What follows belongs to an exercise in optimizing a design on an open flow for small area, a short achievable clock period and few clock cycles per item; a production flow would make more cautious choices. RTL that was checked went through simulation tests only; none was proved equivalent to the original.

## oak
==> module cordic, before the edit <==
module cordic (
    input  wire               clk,
    input  wire               rst_n,
    input  wire               start,
    input  wire signed [15:0] angle_in,
    output wire signed [15:0] cos_out,
    output wire signed [15:0] sin_out,
    output reg                done
);
    localparam signed [15:0] K = 16'sd9949;
    reg signed [15:0] x, y, z;
    reg [3:0] cnt;
    reg busy;
    reg [15:0] atan_i;
    always @(*) begin
        case (cnt)
            4'd1:    atan_i = 16'h1DAC;
            4'd2:    atan_i = 16'h0FAE;
            4'd3:    atan_i = 16'h07F5;
            4'd4:    atan_i = 16'h03FF;
            4'd5:    atan_i = 16'h0200;
            4'd6:    atan_i = 16'h0100;
            4'd7:    atan_i = 16'h0080;
            4'd8:    atan_i = 16'h0040;
            4'd9:    atan_i = 16'h0020;
            4'd10:   atan_i = 16'h0010;
            4'd11:   atan_i = 16'h0008;
            4'd12:   atan_i = 16'h0004;
            4'd13:   atan_i = 16'h0002;
            4'd14:   atan_i = 16'h0001;
            default: atan_i = 16'h0000;
        endcase
    end
    wire dz = ~z[15];                        
    wire signed [15:0] ysh = y >>> cnt;
    wire signed [15:0] xsh = x >>> cnt;
    wire [15:0] x_n = x + (ysh ^ {16{dz}}) + {15'd0, dz};
    wire [15:0] y_n = y + (xsh ^ {16{~dz}}) + {15'd0, ~dz};
    wire [15:0] z_n = z + (atan_i ^ {16{dz}}) + {15'd0, dz};
    wire d0 = ~angle_in[15];
    wire [15:0] z1 = d0 ? angle_in - 16'h3244 : angle_in + 16'h3244;
    always @(posedge clk) begin
        if (start) begin
            x   <= K;
            y   <= d0 ? K : -K;
            z   <= z1;
            cnt <= 4'd1;
        end else begin
            x   <= x_n;
            y   <= y_n;
            z   <= z_n;
            cnt <= cnt + 4'd1;
        end
    end
    wire last = (cnt == 4'd14);
    always @(posedge clk or negedge rst_n) begin
        if (!rst_n) begin
            busy <= 1'b0;
            done <= 1'b0;
        end else begin
            busy <= start | (busy & ~last);
            done <= busy & last;
        end
    end
    assign cos_out = x;
    assign sin_out = y;
endmodule
==> flow/config.mk <==
export PLATFORM = sky130hd
export DESIGN_NAME = cordic
export DESIGN_NICKNAME = cordic
export VERILOG_FILES = /design/flow/design.v
export SDC_FILE = /design/flow/constraint.sdc
export NUM_CORES = 4
export LEC_CHECK = 0
export CAP_MARGIN = 20
export CORE_MARGIN = 2
export CORE_UTILIZATION = 65
export SETUP_SLACK_MARGIN = 3.0
export SLEW_MARGIN = 20
==> flow/constraint.sdc <==
create_clock -name core_clock -period 7.0 [get_ports {clk}]
set_input_delay 1.4000 -clock core_clock [delete_from_list [all_inputs] [get_ports {clk}]]
set_output_delay 1.4000 -clock core_clock [all_outputs]
set_load 0.01 [all_outputs]
run.sh (not shown) runs the stock make flow with config.mk's settings and CLKGATE_MAP_FILE= SYNTH_SCRIPT=/design/flow/synth_recipe.tcl, a recipe that flattens the netlist after the stock synthesis.
Testbench counts of oak, summed over its fixed seeds: cycles 24,008, items 1,600.
What pine does differently from oak at the input level:
-- flow/design.v --
<<< oak, line 37
    wire [15:0] x_n = x + (ysh ^ {16{dz}}) + {15'd0, dz};
    wire [15:0] y_n = y + (xsh ^ {16{~dz}}) + {15'd0, ~dz};
    wire [15:0] z_n = z + (atan_i ^ {16{dz}}) + {15'd0, dz};
    wire d0 = ~angle_in[15];
    wire [15:0] z1 = d0 ? angle_in - 16'h3244 : angle_in + 16'h3244;
    always @(posedge clk) begin
        if (start) begin
            x   <= K;
            y   <= d0 ? K : -K;
            z   <= z1;
            cnt <= 4'd1;
        end else begin
            x   <= x_n;
            y   <= y_n;
            z   <= z_n;
            cnt <= cnt + 4'd1;
        end
    end
    wire last = (cnt == 4'd14);
    always @(posedge clk or negedge rst_n) begin
>>> pine, line 37
    wire [15:0] x_n = x + (ysh ^ {16{dz}}) + {15'd0, dz};
    wire [15:0] y_n = y + (xsh ^ {16{~dz}}) + {15'd0, ~dz};
    wire d0 = ~angle_in[15];
    wire [15:0] za = start ? angle_in : z;
    wire [15:0] ata = start ? 16'h3244 : atan_i;
    wire        dza = start ? d0 : dz;
    wire [15:0] z_n = za + (ata ^ {16{dza}}) + {15'd0, dza};
    always @(posedge clk) begin
        if (start) begin
            x   <= K;
            y   <= d0 ? K : -K;
        end else begin
            x   <= x_n;
            y   <= y_n;
        end
        if (start) begin
            cnt <= 4'd1;
        end else begin
            cnt <= cnt + 4'd1;
        end
    end
    always @(posedge clk) z <= z_n;
    wire last = (cnt == 4'd14);
    always @(posedge clk or negedge rst_n) begin
### Flow results
pine was carried through to the last stage, and its layout satisfied the timing, DRC and antenna checks. In pine, register cell area after layout is lower than in oak. pine vs oak on count of clock-buffer cells in the layout: pine is the lower one. Worst-case clock buffer depth essentially unchanged between pine and oak. pine vs. oak: portion of netlist area occupied by mux cells comparable, routed metal-1 wire length increased by 660 um relative to the old numbers. Minimum clock period ends up higher on oak. Comparing pine and oak, the higher utilization was measured on oak. Diff oak -> pine: count of multi-input combinational gates grew by about 1.1%; routed wire length climbed 4.1%; maximum frequency about even. pine ended with more sequential share of layout area than oak.
Testbench counts of pine, summed over its fixed seeds: cycles 24,008, items 1,600.

* * *

epsilon:
The RTL this note starts from:
==> flow/design.v <==
module cordic (
    input  wire               clk,
    input  wire               rst_n,
    input  wire               start,
    input  wire signed [15:0] angle_in,
    output wire signed [15:0] cos_out,
    output wire signed [15:0] sin_out,
    output reg                done
);
    localparam signed [15:0] K = 16'sd9949;
    reg signed [15:0] x, y, z;
    reg [3:0] cnt;       
    reg [3:0] cntb;      
    reg busy;
    reg [15:0] atan_i;
    always @(*) begin
        case (cnt)
            4'd1:    atan_i = 16'h1DAC;
            4'd2:    atan_i = 16'h0FAE;
            4'd3:    atan_i = 16'h07F5;
            4'd4:    atan_i = 16'h03FF;
            4'd5:    atan_i = 16'h0200;
            4'd6:    atan_i = 16'h0100;
            4'd7:    atan_i = 16'h0080;
            4'd8:    atan_i = 16'h0040;
            4'd9:    atan_i = 16'h0020;
            4'd10:   atan_i = 16'h0010;
            4'd11:   atan_i = 16'h0008;
            4'd12:   atan_i = 16'h0004;
            4'd13:   atan_i = 16'h0002;
            4'd14:   atan_i = 16'h0001;
            default: atan_i = 16'h0000;
        endcase
    end
    wire dz = ~z[15];                        
    wire signed [15:0] yc = y ^ {16{dz}};
    wire signed [15:0] xc = x ^ {16{~dz}};
    wire signed [15:0] ysh = yc >>> cnt;
    wire signed [15:0] xsh = xc >>> (~cntb);
    wire [15:0] x_n = x + ysh + {15'd0, dz};
    wire [15:0] y_n = y + xsh + {15'd0, ~dz};
    wire d0 = ~angle_in[15];
    wire [15:0] za = start ? angle_in : z;
    wire [15:0] ata = start ? 16'h3244 : atan_i;
    wire        dza = start ? d0 : dz;
    wire [15:0] z_n = za + (ata ^ {16{dza}}) + {15'd0, dza};
    always @(posedge clk) begin
        if (start) begin
            x   <= K;
            y   <= d0 ? K : -K;
        end else begin
            x   <= x_n;
            y   <= y_n;
        end
        if (start) begin
            cnt  <= 4'd1;
            cntb <= ~4'd1;
        end else begin
            cnt  <= cnt + 4'd1;
            cntb <= cntb - 4'd1;
        end
    end
    always @(posedge clk) z <= z_n;
    wire last = (cnt == 4'd14);
    always @(posedge clk or negedge rst_n) begin
        if (!rst_n) begin
            busy <= 1'b0;
            done <= 1'b0;
        end else begin
            busy <= start | (busy & ~last);
            done <= busy & last;
        end
    end
    assign cos_out = x;
    assign sin_out = y;
endmodule
clock: 7.0 ns
lec_check: 0
abc_area: 1
cap_margin: 20
core_margin: 2
core_utilization: 55
setup_slack_margin: 3.5
slew_margin: 20
Edits applied to the flow inputs when going from epsilon to alpha:
diff --git a/flow/design.v b/flow/design.v
--- a/flow/design.v
+++ b/flow/design.v
@@ -33,12 +33,10 @@
         endcase
     end
     wire dz = ~z[15];                        
-    wire signed [15:0] yc = y ^ {16{dz}};
-    wire signed [15:0] xc = x ^ {16{~dz}};
-    wire signed [15:0] ysh = yc >>> cnt;
-    wire signed [15:0] xsh = xc >>> (~cntb);
-    wire [15:0] x_n = x + ysh + {15'd0, dz};
-    wire [15:0] y_n = y + xsh + {15'd0, ~dz};
+    wire signed [15:0] ysh = y >>> cnt;
+    wire signed [15:0] xsh = x >>> (~cntb);
+    wire [15:0] x_n = x + (ysh ^ {16{dz}}) + {15'd0, dz};
+    wire [15:0] y_n = y + (xsh ^ {16{~dz}}) + {15'd0, ~dz};
     wire d0 = ~angle_in[15];
     wire [15:0] za = start ? angle_in : z;
     wire [15:0] ata = start ? 16'h3244 : atan_i;
Results
- epsilon -> alpha: detailed-route via count decreased by more than 10%
- Summary: with epsilon as the reference, average footprint of a synthesized cell in alpha moved up by more than 10%.
- Row critical path depth in cells: alpha higher / epsilon lower
- ~same clock skew in alpha and epsilon
- Measured slew at the worst slew-check pin (higher): alpha
- alpha vs. epsilon: die area dropped about 9%, global-route usage increased 0.52 points.
- Summary of the comparison: arrival time of data at the critical path endpoint is higher in alpha, relative to epsilon.
- Utilization: alpha vs epsilon up 2.9 points
- A origin of the worst setup path of angle_in[15] is what epsilon shows, while start belongs to alpha.
- epsilon → alpha: maximum frequency from static timing analysis decreased by 11 MHz relative to the old numbers, cell count after placement went down by 16%.
Function was not checked in any run of this note: the RTL went through the layout flow alone.

* * *

Another version of the RTL of cordic (not shown whole).
For scale: ~59 flip-flops, ~6500 µm² of cells after synthesis.
==> module cordic, before the edit <==
module cordic (
    input  wire               clk,
    input  wire               rst_n,
    input  wire               start,
    input  wire signed [15:0] angle_in,
    output wire signed [15:0] cos_out,
    output wire signed [15:0] sin_out,
    output reg                done
);
    localparam signed [15:0] K = 16'sd9949;
    reg signed [15:0] x, y, z;
    reg [3:0] cnt;       
    reg [3:0] cntb;      
    reg px;              
    reg busy;
    wire [15:0] atan_i =
          ({16{cnt == 4'd1}} & 16'h1DAC) | ({16{cnt == 4'd2}} & 16'h0FAE)
        | ({16{cnt == 4'd3}} & 16'h07F5) | ({16{cnt == 4'd4}} & 16'h03FF)
        | ({16{cnt == 4'd5}} & 16'h0200) | ({16{cnt == 4'd6}} & 16'h0100)
        | ({16{cnt == 4'd7}} & 16'h0080) | ({16{cnt == 4'd8}} & 16'h0040)
        | ({16{cnt == 4'd9}} & 16'h0020) | ({16{cnt == 4'd10}} & 16'h0010)
        | ({16{cnt == 4'd11}} & 16'h0008) | ({16{cnt == 4'd12}} & 16'h0004)
        | ({16{cnt == 4'd13}} & 16'h0002) | ({16{cnt == 4'd14}} & 16'h0001);
    wire dz = ~z[15];                        
    wire signed [15:0] yc = y ^ {16{px}};
    wire signed [15:0] xc = x ^ {16{z[15]}};      
    wire signed [15:0] ysh = yc >>> cnt;
    wire signed [15:0] xsh = xc >>> (~cntb);
    wire [15:0] x_n = x + ysh + {15'd0, px};
    wire [15:0] y_n = y + xsh + {15'd0, z[15]};
    wire [15:0] z_n = z + (atan_i ^ {16{dz}}) + {15'd0, dz};
    wire d0 = ~angle_in[15];
    wire [15:0] z1 = d0 ? angle_in - 16'h3244 : angle_in + 16'h3244;
    wire [15:0] z_v = start ? z1 : z_n;
    always @(posedge clk) begin
        if (start) begin
            x   <= K;
            y   <= d0 ? K : -K;
        end else begin
            x   <= x_n;
            y   <= y_n;
        end
        if (start) begin
            cnt  <= 4'd1;
            cntb <= ~4'd1;
        end else begin
            cnt  <= cnt + 4'd1;
            cntb <= cntb - 4'd1;
        end
    end
    always @(posedge clk) begin
        z  <= z_v;
        px <= ~z_v[15];
    end
    wire last = (cnt == 4'd14);
    always @(posedge clk or negedge rst_n) begin
        if (!rst_n) begin
            busy <= 1'b0;
            done <= 1'b0;
        end else begin
            busy <= start | (busy & ~last);
            done <= busy & last;
        end
    end
    assign cos_out = x;
    assign sin_out = y;
endmodule
clock: 7.0 ns
lec_check: 0
abc_area: 1
cap_margin: 20
core_margin: 2
core_utilization: 45
cts_buf_list: sky130_fd_sc_hd__clkbuf_4 sky130_fd_sc_hd__clkbuf_8
cts_cluster_size: 20
setup_slack_margin: 3.85
slew_margin: 20
The baseline finished clean.
Testbench counts at the start, summed over its fixed seeds: cycles 24,008, items 1,600.
Change:
--- a/flow/design.v
+++ b/flow/design.v
@@ -22,17 +22,18 @@
         | ({16{cnt == 4'd11}} & 16'h0008) | ({16{cnt == 4'd12}} & 16'h0004)
         | ({16{cnt == 4'd13}} & 16'h0002) | ({16{cnt == 4'd14}} & 16'h0001);
     wire dz = ~z[15];                        
     wire signed [15:0] yc = y ^ {16{px}};
-    wire signed [15:0] xc = x ^ {16{z[15]}};      
+    wire signed [15:0] xc = x ^ {16{~px}};
     wire signed [15:0] ysh = yc >>> cnt;
     wire signed [15:0] xsh = xc >>> (~cntb);
     wire [15:0] x_n = x + ysh + {15'd0, px};
-    wire [15:0] y_n = y + xsh + {15'd0, z[15]};
-    wire [15:0] z_n = z + (atan_i ^ {16{dz}}) + {15'd0, dz};
+    wire [15:0] y_n = y + xsh + {15'd0, ~px};
     wire d0 = ~angle_in[15];
-    wire [15:0] z1 = d0 ? angle_in - 16'h3244 : angle_in + 16'h3244;
-    wire [15:0] z_v = start ? z1 : z_n;
+    wire [15:0] za = start ? angle_in : z;
+    wire [15:0] ata = start ? 16'h3244 : atan_i;
+    wire        dza = start ? d0 : dz;
+    wire [15:0] z_n = za + (ata ^ {16{dza}}) + {15'd0, dza};
     always @(posedge clk) begin
         if (start) begin
             x   <= K;
             y   <= d0 ? K : -K;
@@ -48,10 +49,10 @@
             cntb <= cntb - 4'd1;
         end
     end
     always @(posedge clk) begin
-        z  <= z_v;
-        px <= ~z_v[15];
+        z  <= z_n;
+        px <= ~z_n[15];
     end
     wire last = (cnt == 4'd14);
     always @(posedge clk or negedge rst_n) begin
         if (!rst_n) begin
After rerunning: Clock skew barely changes. First-iteration DRC count rose by 56%. Global-route usage increases by 0.66 points.
Testbench counts after the change, summed over its fixed seeds: cycles 24,008, items 1,600.

* * *

Starting RTL as in the previous note.
==> flow/design.v (excerpt) <==
module cordic (
    input  wire               clk,
    input  wire               rst_n,
    input  wire               start,
    input  wire signed [15:0] angle_in,
    output wire signed [15:0] cos_out,
    output wire signed [15:0] sin_out,
    output reg                done
);
export LEC_CHECK = 0
export ABC_AREA = 1
export CAP_MARGIN = 20
export CORE_MARGIN = 2
export CORE_UTILIZATION = 45
export CTS_BUF_LIST = sky130_fd_sc_hd__clkbuf_4
export CTS_CLUSTER_SIZE = 20
export SETUP_SLACK_MARGIN = 3.85
export SLEW_MARGIN = 20
create_clock -name core_clock -period 7.0 [get_ports {clk}]
Testbench counts at the start, summed over its fixed seeds: cycles 24,008, items 1,600.
Then changed:
--- a/flow/design.v
+++ b/flow/design.v
@@ -20,17 +20,17 @@
         | ({16{cnt == 4'd7}} & 16'h0080) | ({16{cnt == 4'd8}} & 16'h0040)
         | ({16{cnt == 4'd9}} & 16'h0020) | ({16{cnt == 4'd10}} & 16'h0010)
         | ({16{cnt == 4'd11}} & 16'h0008) | ({16{cnt == 4'd12}} & 16'h0004)
         | ({16{cnt == 4'd13}} & 16'h0002) | ({16{cnt == 4'd14}} & 16'h0001);
     wire dz = ~z[15];                        
     wire signed [15:0] yc = y ^ {16{px}};
-    wire signed [15:0] xc = x ^ {16{z[15]}};      
+    wire signed [15:0] xc = x ^ {16{~px}};
     wire signed [15:0] ysh = yc >>> cnt;
     wire signed [15:0] xsh = xc >>> (~cntb);
     wire [15:0] x_n = x + ysh + {15'd0, px};
-    wire [15:0] y_n = y + xsh + {15'd0, z[15]};
+    wire [15:0] y_n = y + xsh + {15'd0, ~px};
     wire [15:0] z_n = z + (atan_i ^ {16{dz}}) + {15'd0, dz};
     wire d0 = ~angle_in[15];
     wire [15:0] z1 = d0 ? angle_in - 16'h3244 : angle_in + 16'h3244;
     wire [15:0] z_v = start ? z1 : z_n;
     always @(posedge clk) begin
         if (start) begin
Result:
- non-clock buffer count went up by 9
- worst setup slack loses 22 ps
- sequential share of layout area is about the same
- sequential cell count is unchanged
- routed wire length decreases by 0.32%
- design area hardly moves
- via count barely changes
- maximum frequency decreases by 0.75%
Function not checked in the second run of this note: the RTL went through the layout flow alone.

==> separate check: timing with driven ports <==
Ports are ideal in the flow. The routed layouts listed here were re-timed in OpenROAD. Step 1: set_driving_cell puts a clkbuf_16 on clk and a buf_2 on each other input, an assumption about the parent block. Step 2 adds t to the input delays and takes it off the output delays; t is the mean of the earliest and latest rising clock arrival at the registers after step 1. Input paths then give back, and output paths get back, about the clock's delay inside the block. Three values: ideal ports, drivers, drivers and shift; two values: the first two.
run	t, ns	setup WS [ns]	clock arrival spread, ns	pins driven straight from the clock port
oak	0.391	3.039 / 3.039 / 2.834	0.007 / 0.008	1
pine	0.386	3.048 / 3.048 / 2.843	0.015 / 0.015	1
epsilon	0.380	3.699 / 3.722 / 3.343	0.013 / 0.013	1
alpha	0.406	3.578 / 3.595 / 3.188	0.012 / 0.011	1
the first run of note 3	0.409	4.039 / 4.039 / 3.674	0.011 / 0.011	1
the second run of note 3	0.407	3.922 / 3.934 / 3.526	0.011 / 0.011	1
the first run of note 4	0.502	4.026 / 3.991 / 3.556	0.015 / 0.015	1
the second run of note 4	0.495	4.004 / 3.983 / 3.544	0.014 / 0.015	1
After both steps setup and hold are still met in every run listed. For the first run of note 4, which loses most, drivers alone change the setup slack by -0.035 ns; drivers and shift together by -0.470 ns.
